This is an optimization exercise on Yosys and OpenROAD, whose aim is small area and a short achievable clock period, not a production implementation. RTL that was checked went through simulation tests only; none was proved equivalent to the original. Power figures rest on the tool's default switching activity, not on a simulated workload.

== red ==
==> flow/design.v <==
module mux_inv (
    input  wire a,
    input  wire b,
    input  wire s,
    input  wire sn,
    output wire y
);
    assign y = ~((a | s) & (b | sn));
endmodule
module mux_buf (
    input  wire a,
    input  wire b,
    input  wire s,
    input  wire sn,
    output wire y
);
    assign y = (a | s) & (b | sn);
endmodule
module shifter_io_wrapper #(
    parameter integer WIDTH = 32,
    parameter integer BLOCK = 16
)(
    input  wire             clk,
    input  wire             v_in,
    input  wire [1:0]       opcode,
    input  wire [4:0]       shamt,
    input  wire [31:0]      din,
    output reg  [31:0]      dout,
    output reg              v_out
);
    genvar i;
    wire is_left  = (opcode == 2'b00);
    wire is_leftn = ~is_left;
    wire fill     = (opcode == 2'b10) & din[31];
    wire filln    = ~fill;
    wire [4:3] shn = ~shamt[4:3];
    wire [31:0] d1;    
    wire [31:0] d2;    
    wire [31:0] d3;    
    generate
        for (i = 0; i < 32; i = i + 1) begin : g_s1
            mux_inv u_rev (.a(din[i]), .b(din[31-i]), .s(is_left), .sn(is_leftn), .y(d1[i]));
            mux_inv u_16 (.a(d1[i]), .b(i + 16 < 32 ? d1[(i + 16) % 32] : filln),
                          .s(shamt[4]), .sn(shn[4]), .y(d2[i]));
            mux_inv u_8  (.a(d2[i]), .b(i + 8 < 32 ? d2[(i + 8) % 32] : fill),
                          .s(shamt[3]), .sn(shn[3]), .y(d3[i]));
        end
    endgenerate
    reg [31:0] m_datan;             
    reg [2:0]  m_sh, m_shn;
    reg        m_left, m_leftn;
    reg        m_fill, m_v;
    always @(posedge clk) begin
        m_datan <= d3;
        m_sh    <= shamt[2:0];
        m_shn   <= ~shamt[2:0];
        m_left  <= is_left;
        m_leftn <= is_leftn;
        m_fill  <= fill;
        m_v     <= v_in;
    end
    wire m_filln = ~m_fill;
    wire [31:0] e1;    
    wire [31:0] e2;    
    wire [31:0] e3;    
    wire [31:0] e4;    
    generate
        for (i = 0; i < 32; i = i + 1) begin : g_s2
            mux_inv u_4   (.a(m_datan[i]), .b(i + 4 < 32 ? m_datan[(i + 4) % 32] : m_filln),
                           .s(m_sh[2]), .sn(m_shn[2]), .y(e1[i]));
            mux_inv u_2   (.a(e1[i]), .b(i + 2 < 32 ? e1[(i + 2) % 32] : m_fill),
                           .s(m_sh[1]), .sn(m_shn[1]), .y(e2[i]));
            mux_inv u_1   (.a(e2[i]), .b(i + 1 < 32 ? e2[(i + 1) % 32] : m_filln),
                           .s(m_sh[0]), .sn(m_shn[0]), .y(e3[i]));
            mux_buf u_rev (.a(e3[i]), .b(e3[31-i]), .s(m_left), .sn(m_leftn), .y(e4[i]));
        end
    endgenerate
    always @(posedge clk) begin
        dout  <= e4;
        v_out <= m_v;
    end
endmodule
clock: 2.5 ns
lec_check: 0
cap_margin: 20
core_margin: 2
core_utilization: 40
setup_slack_margin: 1.0
slew_margin: 20
synth_hierarchical: 1
standard.sh (not shown) runs the stock make flow with config.mk's settings and CLKGATE_MAP_FILE= SYNTH_SCRIPT=/design/flow/synth_recipe.tcl, a recipe that flattens the netlist after the stock synthesis.
==> flow/flow/run.sh <==
#!/bin/bash
# Standard ORFS layout; only the cell used for the port buffers differs.
set -euo pipefail
bash standard.sh "BUFFER_PORTS_ARGS=-buffer_cell sky130_fd_sc_hd__buf_1" finish > standard_flow.log 2>&1
Inputs modified between red and blue:
diff --git a/flow/design.v b/flow/design.v
--- a/flow/design.v
+++ b/flow/design.v
@@ -15,8 +15,28 @@
     output wire y
 );
     assign y = (a | s) & (b | sn);
 endmodule
+module nor2_cell (
+    input  wire a,
+    input  wire b,
+    output wire y
+);
+    assign y = ~(a | b);
+endmodule
+module or2_cell (
+    input  wire a,
+    input  wire b,
+    output wire y
+);
+    assign y = a | b;
+endmodule
+module inv_cell (
+    input  wire a,
+    output wire y
+);
+    assign y = ~a;
+endmodule
 module shifter_io_wrapper #(
     parameter integer WIDTH = 32,
     parameter integer BLOCK = 16
 )(
@@ -28,35 +48,44 @@
     output reg  [31:0]      dout,
     output reg              v_out
 );
     genvar i;
-    wire is_left  = (opcode == 2'b00);
-    wire is_leftn = ~is_left;
+    wire [1:0] is_left, is_leftn;
+    nor2_cell u_l0  (.a(opcode[1]), .b(opcode[0]), .y(is_left[0]));
+    nor2_cell u_l1  (.a(opcode[1]), .b(opcode[0]), .y(is_left[1]));
+    or2_cell  u_ln0 (.a(opcode[1]), .b(opcode[0]), .y(is_leftn[0]));
+    or2_cell  u_ln1 (.a(opcode[1]), .b(opcode[0]), .y(is_leftn[1]));
     wire fill     = (opcode == 2'b10) & din[31];
     wire filln    = ~fill;
     wire [4:3] shn = ~shamt[4:3];
     wire [31:0] d1;    
     wire [31:0] d2;    
     wire [31:0] d3;    
     generate
         for (i = 0; i < 32; i = i + 1) begin : g_s1
-            mux_inv u_rev (.a(din[i]), .b(din[31-i]), .s(is_left), .sn(is_leftn), .y(d1[i]));
+            mux_inv u_rev (.a(din[i]), .b(din[31-i]), .s(is_left[i / 16]), .sn(is_leftn[i / 16]), .y(d1[i]));
             mux_inv u_16 (.a(d1[i]), .b(i + 16 < 32 ? d1[(i + 16) % 32] : filln),
                           .s(shamt[4]), .sn(shn[4]), .y(d2[i]));
             mux_inv u_8  (.a(d2[i]), .b(i + 8 < 32 ? d2[(i + 8) % 32] : fill),
                           .s(shamt[3]), .sn(shn[3]), .y(d3[i]));
         end
     endgenerate
+    wire shn2b, sh2b;
+    inv_cell u_shn2b (.a(shamt[2]), .y(shn2b));
+    inv_cell u_sh2b  (.a(shn2b), .y(sh2b));
     reg [31:0] m_datan;             
     reg [2:0]  m_sh, m_shn;
+    reg        m_sh2b, m_shn2b;     
     reg        m_left, m_leftn;
     reg        m_fill, m_v;
     always @(posedge clk) begin
         m_datan <= d3;
         m_sh    <= shamt[2:0];
         m_shn   <= ~shamt[2:0];
-        m_left  <= is_left;
-        m_leftn <= is_leftn;
+        m_sh2b  <= sh2b;
+        m_shn2b <= shn2b;
+        m_left  <= is_left[0];
+        m_leftn <= is_leftn[0];
         m_fill  <= fill;
         m_v     <= v_in;
     end
     wire m_filln = ~m_fill;
@@ -66,9 +95,9 @@
     wire [31:0] e4;    
     generate
         for (i = 0; i < 32; i = i + 1) begin : g_s2
             mux_inv u_4   (.a(m_datan[i]), .b(i + 4 < 32 ? m_datan[(i + 4) % 32] : m_filln),
-                           .s(m_sh[2]), .sn(m_shn[2]), .y(e1[i]));
+                           .s(i < 16 ? m_sh[2] : m_sh2b), .sn(i < 16 ? m_shn[2] : m_shn2b), .y(e1[i]));
             mux_inv u_2   (.a(e1[i]), .b(i + 2 < 32 ? e1[(i + 2) % 32] : m_fill),
                            .s(m_sh[1]), .sn(m_shn[1]), .y(e2[i]));
             mux_inv u_1   (.a(e2[i]), .b(i + 1 < 32 ? e2[(i + 1) % 32] : m_filln),
                            .s(m_sh[0]), .sn(m_shn[0]), .y(e3[i]));
## What came out
Looking at number of ordinary inverters in the final layout, blue sits 2 above red.
Taking blue over red, the non-clock buffer total of the final layout ratio works out to 0.882.
When blue is measured against red, its worst slack at placement turns out 0.0062 ns lower.
Diff red -> blue: sequential cell count now sits higher; worst hold slack now sits at about the same level; die area now sits higher.
Delta (blue minus red): worst clock skew on the final layout moved down; portion of total power attributed to combinational logic moved down.
Taking red as the reference point, the share of power burned in the clock network of blue rises by 4.1 points.
Sort red and blue by slew at the pin closest to its max-slew limit, ascending, and red comes first.
Relative to red, power has increased by about 7% in blue.
Final hold violation count of red is on par with blue.
No functional check of the RTL was part of red.


== trial 30 ==
// shifter_io_wrapper: RTL as listed in full above, without the edits since
Settings: LEC_CHECK=0, CAP_MARGIN=20, CORE_MARGIN=2, CORE_UTILIZATION=40, SETUP_SLACK_MARGIN=1.2, SLEW_MARGIN=20, SYNTH_HIERARCHICAL=1; clock period 2.5 ns.
Scripts as last shown in full above: flow/flow/run.sh
The following lists how build 51 was set up differently from trial 30:
==> flow/design.v <==
module mux_inv (
    input  wire a,
    input  wire b,
    input  wire s,
    input  wire sn,
    output wire y
);
    assign y = ~((a | s) & (b | sn));
endmodule
module mux_buf (
    input  wire a,
    input  wire b,
    input  wire s,
    input  wire sn,
    output wire y
);
    assign y = (a | s) & (b | sn);
endmodule
module shifter_io_wrapper #(
    parameter integer WIDTH = 32,
    parameter integer BLOCK = 16
)(
    input  wire             clk,
    input  wire             v_in,
    input  wire [1:0]       opcode,
    input  wire [4:0]       shamt,
    input  wire [31:0]      din,
    output reg  [31:0]      dout,
    output reg              v_out
);
    genvar i;
    wire is_left  = (opcode == 2'b00);
    wire is_leftn = ~is_left;
    wire fill     = (opcode == 2'b10) & din[31];
    wire filln    = ~fill;
    wire [4:2] shn = ~shamt[4:2];
    wire [31:0] d1;    
    wire [31:0] d2;    
    wire [31:0] d3;    
    wire [31:0] d4;    
    generate
        for (i = 0; i < 32; i = i + 1) begin : g_s1
            mux_inv u_rev (.a(din[i]), .b(din[31-i]), .s(is_left), .sn(is_leftn), .y(d1[i]));
            mux_inv u_16 (.a(d1[i]), .b(i + 16 < 32 ? d1[(i + 16) % 32] : filln),
                          .s(shamt[4]), .sn(shn[4]), .y(d2[i]));
            mux_inv u_8  (.a(d2[i]), .b(i + 8 < 32 ? d2[(i + 8) % 32] : fill),
                          .s(shamt[3]), .sn(shn[3]), .y(d3[i]));
            mux_inv u_4  (.a(d3[i]), .b(i + 4 < 32 ? d3[(i + 4) % 32] : filln),
                          .s(shamt[2]), .sn(shn[2]), .y(d4[i]));
        end
    endgenerate
    reg [31:0] m_data;
    reg [1:0]  m_sh;
    reg        m_fill, m_left, m_v;
    always @(posedge clk) begin
        m_data <= d4;
        m_sh   <= shamt[1:0];
        m_fill <= fill;
        m_left <= is_left;
        m_v    <= v_in;
    end
    wire [1:0] m_shn   = ~m_sh;
    wire       m_filln = ~m_fill;
    wire       m_leftn = ~m_left;
    wire [31:0] e1;    
    wire [31:0] e2;    
    wire [31:0] e3;    
    generate
        for (i = 0; i < 32; i = i + 1) begin : g_s2
            mux_inv u_2   (.a(m_data[i]), .b(i + 2 < 32 ? m_data[(i + 2) % 32] : m_fill),
                           .s(m_sh[1]), .sn(m_shn[1]), .y(e1[i]));
            mux_inv u_1   (.a(e1[i]), .b(i + 1 < 32 ? e1[(i + 1) % 32] : m_filln),
                           .s(m_sh[0]), .sn(m_shn[0]), .y(e2[i]));
            mux_buf u_rev (.a(e2[i]), .b(e2[31-i]), .s(m_left), .sn(m_leftn), .y(e3[i]));
        end
    endgenerate
    always @(posedge clk) begin
        dout  <= e3;
        v_out <= m_v;
    end
endmodule
==> run summary <==
- Build 51 completed end to end with timing, DRC and antenna clean.
- Of trial 30 and build 51, build 51 shows the lower cell area after technology mapping, with trial 30 above it.
- The power per cell area in trial 30 is 1.14 times that in build 51.
- Trial 30 → build 51: final critical path time including I/O delays and setup went up, met1 usage went up, core footprint went down, combinational power went up, worst setup slack for register-to-register paths did not really move.
- m_data[2] as the end point of the critical path was reported by build 51, and dout[25] by trial 30.
- Of build 51 and trial 30, it is build 51 that has the lower cell count after synthesis.
For trial 30, only the layout was checked, not whether the RTL still works.

==> separate check: timing with driven ports <==
The results above use ideal ports. As a check the final layouts listed here were re-extracted and re-timed, cells and wires unchanged. Step 1: set_driving_cell puts a clkbuf_16 on clk and a buf_2 on each other input, an assumption about the parent block. Step 2 also shifts input and output timing later by t, the mid clock arrival at the registers, as if the neighbouring blocks saw the same clock. Three values: ideal, step 1, step 2; two values: the first two.
run | t, ns | slack for setup (ns) | pins driven straight from the clock port
red | 0.377 | 1.058 / 1.058 / 0.702 | 1
blue | 0.374 | 1.066 / 1.066 / 0.727 | 1
trial 30 | 0.384 | 1.057 / 1.057 / 0.848 | 1
build 51 | 0.365 | 1.002 / 0.980 / 0.615 | 1
After both steps every run listed still meets setup and hold. For build 51, which loses most, drivers alone change the setup slack by -0.022 ns; drivers and shift together by -0.387 ns.
